From an optimization exercise on the open Yosys and OpenROAD flow, aimed at small area, a short achievable clock period and few clock cycles; shortcuts taken in it are not production practice. In this exercise RTL edits were held to simulation tests only and were not proved equivalent to the original. Power figures rest on the tool's default switching activity, not on a simulated workload.

==> design/flow/design.v <==
`timescale 1ns / 1ps
module conv_layer #(
    parameter INPUT_CHANNELS = 3,
    parameter OUTPUT_CHANNELS = 32,
    parameter KERNEL_SIZE = 3,
    parameter INPUT_WIDTH = 4,
    parameter INPUT_HEIGHT = 4,
    parameter WEIGHT_BITS = 4,
    parameter ACTIVATION_BITS = 8
) (
    input wire clk,
    input wire rst_n,
    input wire [ACTIVATION_BITS-1:0] input_data,
    input wire input_valid,
    output wire input_ready,
    input wire [WEIGHT_BITS*256-1:0] weights_flat,
    input wire [7:0] weight_addr,
    input wire weight_valid,
    output wire [ACTIVATION_BITS-1:0] output_data,
    output wire output_valid,
    input wire output_ready,
    input wire start,
    output wire done,
    input wire [7:0] stride,
    input wire [7:0] padding,
    input wire [255:0] bias_flat
);
localparam TAPS = KERNEL_SIZE * KERNEL_SIZE;                   
localparam MACS = TAPS * INPUT_CHANNELS;                         
localparam NOUT = INPUT_WIDTH * INPUT_HEIGHT * OUTPUT_CHANNELS;  
reg        act;       
reg        wl;        
reg [4:0]  m;         
reg [8:0]  nc;        
reg        fin;       
reg        last1;     
reg        ov;        
reg        done_r;
reg [WEIGHT_BITS-1:0]     wsr [0:TAPS-1];
reg [ACTIVATION_BITS-1:0] in_reg;
reg [15:0]                acc;
reg [ACTIVATION_BITS-1:0] out_reg;
wire wload = act & ~wl & weight_valid;
assign input_ready = act & wl & ~fin & ~(ov & (m == MACS-1));
wire taken = input_valid & input_ready;
wire last_in = taken & (m == MACS-1);
wire [WEIGHT_BITS-1:0] wsel = weights_flat[{weight_addr, 2'b00} +: WEIGHT_BITS];
wire [7:0] bsel = bias_flat[{nc[8:4], 3'b000} +: 8];
wire [15:0] sum = acc + in_reg * wsr[TAPS-1];
always @(posedge clk or negedge rst_n) begin
    if (!rst_n) begin
        act    <= 1'b0;
        wl     <= 1'b0;
        m      <= 5'd0;
        nc     <= 9'd0;
        fin    <= 1'b0;
        last1  <= 1'b0;
        ov     <= 1'b0;
        done_r <= 1'b0;
    end else begin
        last1  <= last_in;
        ov     <= last1 | (ov & ~output_ready);
        done_r <= fin & ov & output_ready;
        if (start)
            act <= 1'b1;
        else if (fin & ov & output_ready)
            act <= 1'b0;
        if (fin & ov & output_ready) begin
            fin <= 1'b0;
            wl  <= 1'b0;
        end else if (last_in & (nc == NOUT-1))
            fin <= 1'b1;
        if (wload | taken) begin
            if (wload & (m == TAPS-1)) begin
                m  <= 5'd0;
                wl <= 1'b1;
            end else if (m == MACS-1)
                m <= 5'd0;
            else
                m <= m + 5'd1;
        end
        if (last_in)
            nc <= nc + 9'd1;
    end
end
integer i;
always @(posedge clk) begin
    if (wload | taken) begin
        for (i = 0; i < TAPS-1; i = i + 1)
            wsr[i] <= wsr[i+1];
        wsr[TAPS-1] <= wl ? wsr[0] : wsel;
    end
    in_reg <= taken ? input_data : {ACTIVATION_BITS{1'b0}};
    if (last1 | ~act)
        acc <= {8'd0, bsel};
    else
        acc <= sum;
    if (last1)
        out_reg <= sum[15] ? {ACTIVATION_BITS{1'b0}} : sum[ACTIVATION_BITS-1:0];
end
assign output_data  = out_reg;
assign output_valid = ov;
assign done         = done_r;
endmodule
==> design/flow/run.sh <==
#!/bin/bash
# synth_recipe.tcl (not shown) runs the flow's synth.tcl, then flattens the netlist and writes it again
# the make line also repeats each setting of config.mk as NAME=value (left out here)
make -C /OpenROAD-flow-scripts/flow DESIGN_CONFIG=/design/flow/config.mk WORK_HOME=/design/flow/orfs CLKGATE_MAP_FILE= SYNTH_SCRIPT=/design/flow/synth_recipe.tcl finish
==> design/flow/config.mk <==
export PLATFORM = sky130hd
export DESIGN_NAME = conv_layer
export DESIGN_NICKNAME = conv_layer
export VERILOG_FILES = /design/flow/design.v
export SDC_FILE = /design/flow/constraint.sdc
export NUM_CORES = 4
export LEC_CHECK = 0
export CAP_MARGIN = 20
export CORE_AREA = 5 5 475 475
export DIE_AREA = 0 0 480 480
export SLEW_MARGIN = 20
==> design/flow/constraint.sdc <==
create_clock -name core_clock -period 7.0 [get_ports {clk}]
set_input_delay 1.4000 -clock core_clock [delete_from_list [all_inputs] [get_ports {clk}]]
set_output_delay 1.4000 -clock core_clock [all_outputs]
set_load 0.01 [all_outputs]
==> metrics.cfg <==
[outcome]
status = finished clean

[routing]
finalWirelength_um = 161000
wl_per_cell_um = 30.3
dr.pass1.iters = 5
remaining_drc_errors = 0
via_per_inst = 3.26
drt_iter0_drc = 934
vias = 17400
antenna_left = 0

[finish]
fin_cells = 5335
area_growth_pct = 115
largest_reg_flops = 36
nets = 3711
drive_above_1_share_pct = 18.9
largest_registers = wsr x36, acc x16, nc x9
final_util_pct = 14.4
regMostFlops = wsr

[worst_setup_path]
cp.required_ns = 7.23
critPathKind = flop to flop
start_kind = flop
worstPathArrival_ns = 5.05
critPathMaxFanout = 9
end_kind = flop

[clock_network]
clkLatencyLatePin_ns = 0.36
cts_tree = built
hold_buffers = 0
htreeDepth = 3
cts_made_buffers = 9
cts_max_path_buffers = 2
path_clk_slew_ns = 0.07
cts_resized = 0
postCtsSetupRepairBufs = 0
clock-root-buffer = clkbuf_16
cts_sinks = 88

[floorplan]
die_w_um = 480
placementRows = 172
core-area_um2 = 220000
design.die.area_um2 = 230000
start_util_pct = 6.71
die_h_um = 480
io_pins = 1329

[synth]
postSynthAreaPerCell_um2 = 13.5
ys_ff_latch = 88
yosysSeqAreaShare_pct = 15.6
syn_inst = 1090
ys_async_sr_fraction_pct = 22.7
synth.distinct_cells = 58
ys.flop_type = edfxtp_1
synth_nets = 2456
netlist_area_um2 = 14800
synth-edff-count = 44
synth_warnings = 2

[placement]
dp_slack_ns = 1.87
port_buffers = 1312
hpwl_um = 147000
gp_congestion = 1.00
dpl.cell_count = 5292

[timing]
final_hold_viol_count = 0
slew_viol_final = 0
rsz0062_at_grt = no
finalCritPeriodShare_pct = 68.9
tightest_slew_ns = 1.03
max_freq_mhz = 207
setup_tns_ns = 0
clock_skew_ns = 0.00915
min_period_ns = 4.82
relSlewSlack_pct = 31.1
layout_setup_ws_ns = 2.18
timing.hold.ws_ns = 0.418
setup_viol = 0

[pwr]
pwr-share-seq_pct = 23.4
p_sw_mw = 1.42
p_leak_nw = 10.4
clkPwrFrac_pct = 12.4
p_sw_share_pct = 37.8
power.density_nw_per_um2 = 118
power.internal_mw = 2.33
ir_drop_uv = 110
p_comb_share_pct = 64.2

[global_route]
grt_pass1_wl_um = 199000
grt.overflow.total = 0
grt_use_total_pct = 13.2
grt_pass1_vias = 19000
antenna_found_initial = 113
grt_max_degree = 82

[run]
maxCapViolations = 0

[worst_hold_path]
hold_path.class = flop to flop

==> final timing paths <==
| path | from | end | slack [ns] | cells past startpoint |
|---|---|---|---|---|
| worst max-delay path | wsr[8][1] | out_reg[2] | 2.18 | 14 |
| worst min-delay path | wsr[1][3] | wsr[0][3] | 0.42 | 0 |
| worst max register to register | wsr[8][1] | out_reg[2] | 2.18 | 14 |
| worst min register to register | wsr[1][3] | wsr[0][3] | 0.42 | 0 |
| max in group asynchronous | rst_n | nc[4] | 5.59 | 1 |
| min in group asynchronous | rst_n | nc[6] | 1.01 | 1 |
==> area by class of cell <==
type / instances / area [um2]
fill: 24600 / 188000
timing repair buffer: 1359 / 13500
multi-input combinational: 830 / 11600
tap: 2958 / 3700
sequential: 88 / 2310
clock buffer: 9 / 225
inverter: 57 / 214
antenna: 27 / 67.6
clock inverter: 7 / 45.0
==> cell usage after synthesis, types with 24 or more instances <==
cell,instances,area (um2)
nand2_1,34,128
ha_1,27,338
mux4_2,326,7340
and2_1,40,250
mux2_2,33,372
o21ai_0,49,245
clkbuf_1,36,135
nor2_1,30,113
buf_2,41,205
a21oi_1,24,120
dfxtp_1,24,480
inv_1,57,214
mux2i_1,60,601
edfxtp_1,44,1320
==> stage by stage <==
| stage | area (um2) | total power [mW] |
|---|---|---|
| finish | 31700 | 3.75 |
| global route | 31700 | 4.01 |
| CTS | 31600 | 3.83 |
| detailed placement | 31400 | 3.34 |
| global placement | 31400 | 3.32 |
| floorplan | 14800 | 1.93 |
==> worst max-delay path, cell delays in order, from the launching register on <==
cell and delay, ns:
edfxtp_1 0.59, and2_1 0.27, fa_1 0.51, fa_1 0.50, inv_1 0.05, fa_1 0.47
inv_1 0.05, ha_1 0.31, inv_1 0.08, o21ai_0 0.17, a2111oi_0 0.45, o21ai_0 0.26
o2111ai_1 0.27, xor2_1 0.50, and2_1 0.21
==> placed cells by master (no fill, tap or decap), types with 28 or more instances in the layout <==
| cell | Yosys | layout |
|---|---|---|
| clkdlybuf4s50_1 | 0 | 1306 |
| mux2_2 | 33 | 33 |
| buf_4 | 12 | 44 |
| nand2_1 | 34 | 33 |
| inv_1 | 57 | 57 |
| edfxtp_1 | 44 | 44 |
| o21ai_0 | 49 | 49 |
| mux2i_1 | 60 | 60 |
| and2_1 | 40 | 40 |
| nor2_1 | 30 | 28 |
| mux4_2 | 326 | 326 |
==> power groups by stage <==
stage	Clock [mW]	Combinational [mW]	Sequential [mW]
6_report	0.464	2.41	0.876
5_1_grt	0.505	2.61	0.894
4_1_cts	0.485	2.47	0.877
3_5_place_dp	0	2.45	0.886
3_3_place_gp	0	2.44	0.881
2_1_floorplan	0	1.11	0.826
==> cells by family after synthesis <==
group | after synthesis | synth area share, %
xor+xnor | 21 | 1.25
mux | 429 | 58.1
fa+ha+maj | 48 | 5.14
buf+inv | 172 | 6.06
compound gates | 170 | 7.98
flops | 88 | 15.6
simple gates | 162 | 5.83
==> routing by layer <==
layer | GRT usage [%] | part of all wire [%]
met5 | 0 | 0.19
met4 | 3.51 | 3.6
met3 | 3.40 | 7.3
met2 | 25.2 | 53
met1 | 14.3 | 36
Testbench counts, summed over its fixed seeds: cycles 166,038.

==> static timing again, ports no longer ideal <==
The results above use ideal ports. As a check the final layout listed here was re-extracted and re-timed, cells and wires unchanged.
Step 1 (the two cells are an assumption about what drives the block):
set clk [get_ports {clk}]
set_driving_cell -lib_cell sky130_fd_sc_hd__clkbuf_16 $clk
set_driving_cell -lib_cell sky130_fd_sc_hd__buf_2 [delete_from_list [all_inputs] $clk]
Step 2 also shifts input and output timing later by t, the mid clock arrival at the registers, as if the neighbouring blocks saw the same clock.
Slacks: no drivers / after step 1 / after step 2; pairs: no drivers / after step 1.
shift t [ns]: 0.403
slack for setup (ns): 2.178 / 2.178 / 1.950
slew at the worst register clock pin (ns): 0.07 / 0.07
After both steps setup and hold are still met in this run. For this run, drivers alone change the setup slack by 0.000 ns; drivers and shift together by -0.228 ns.
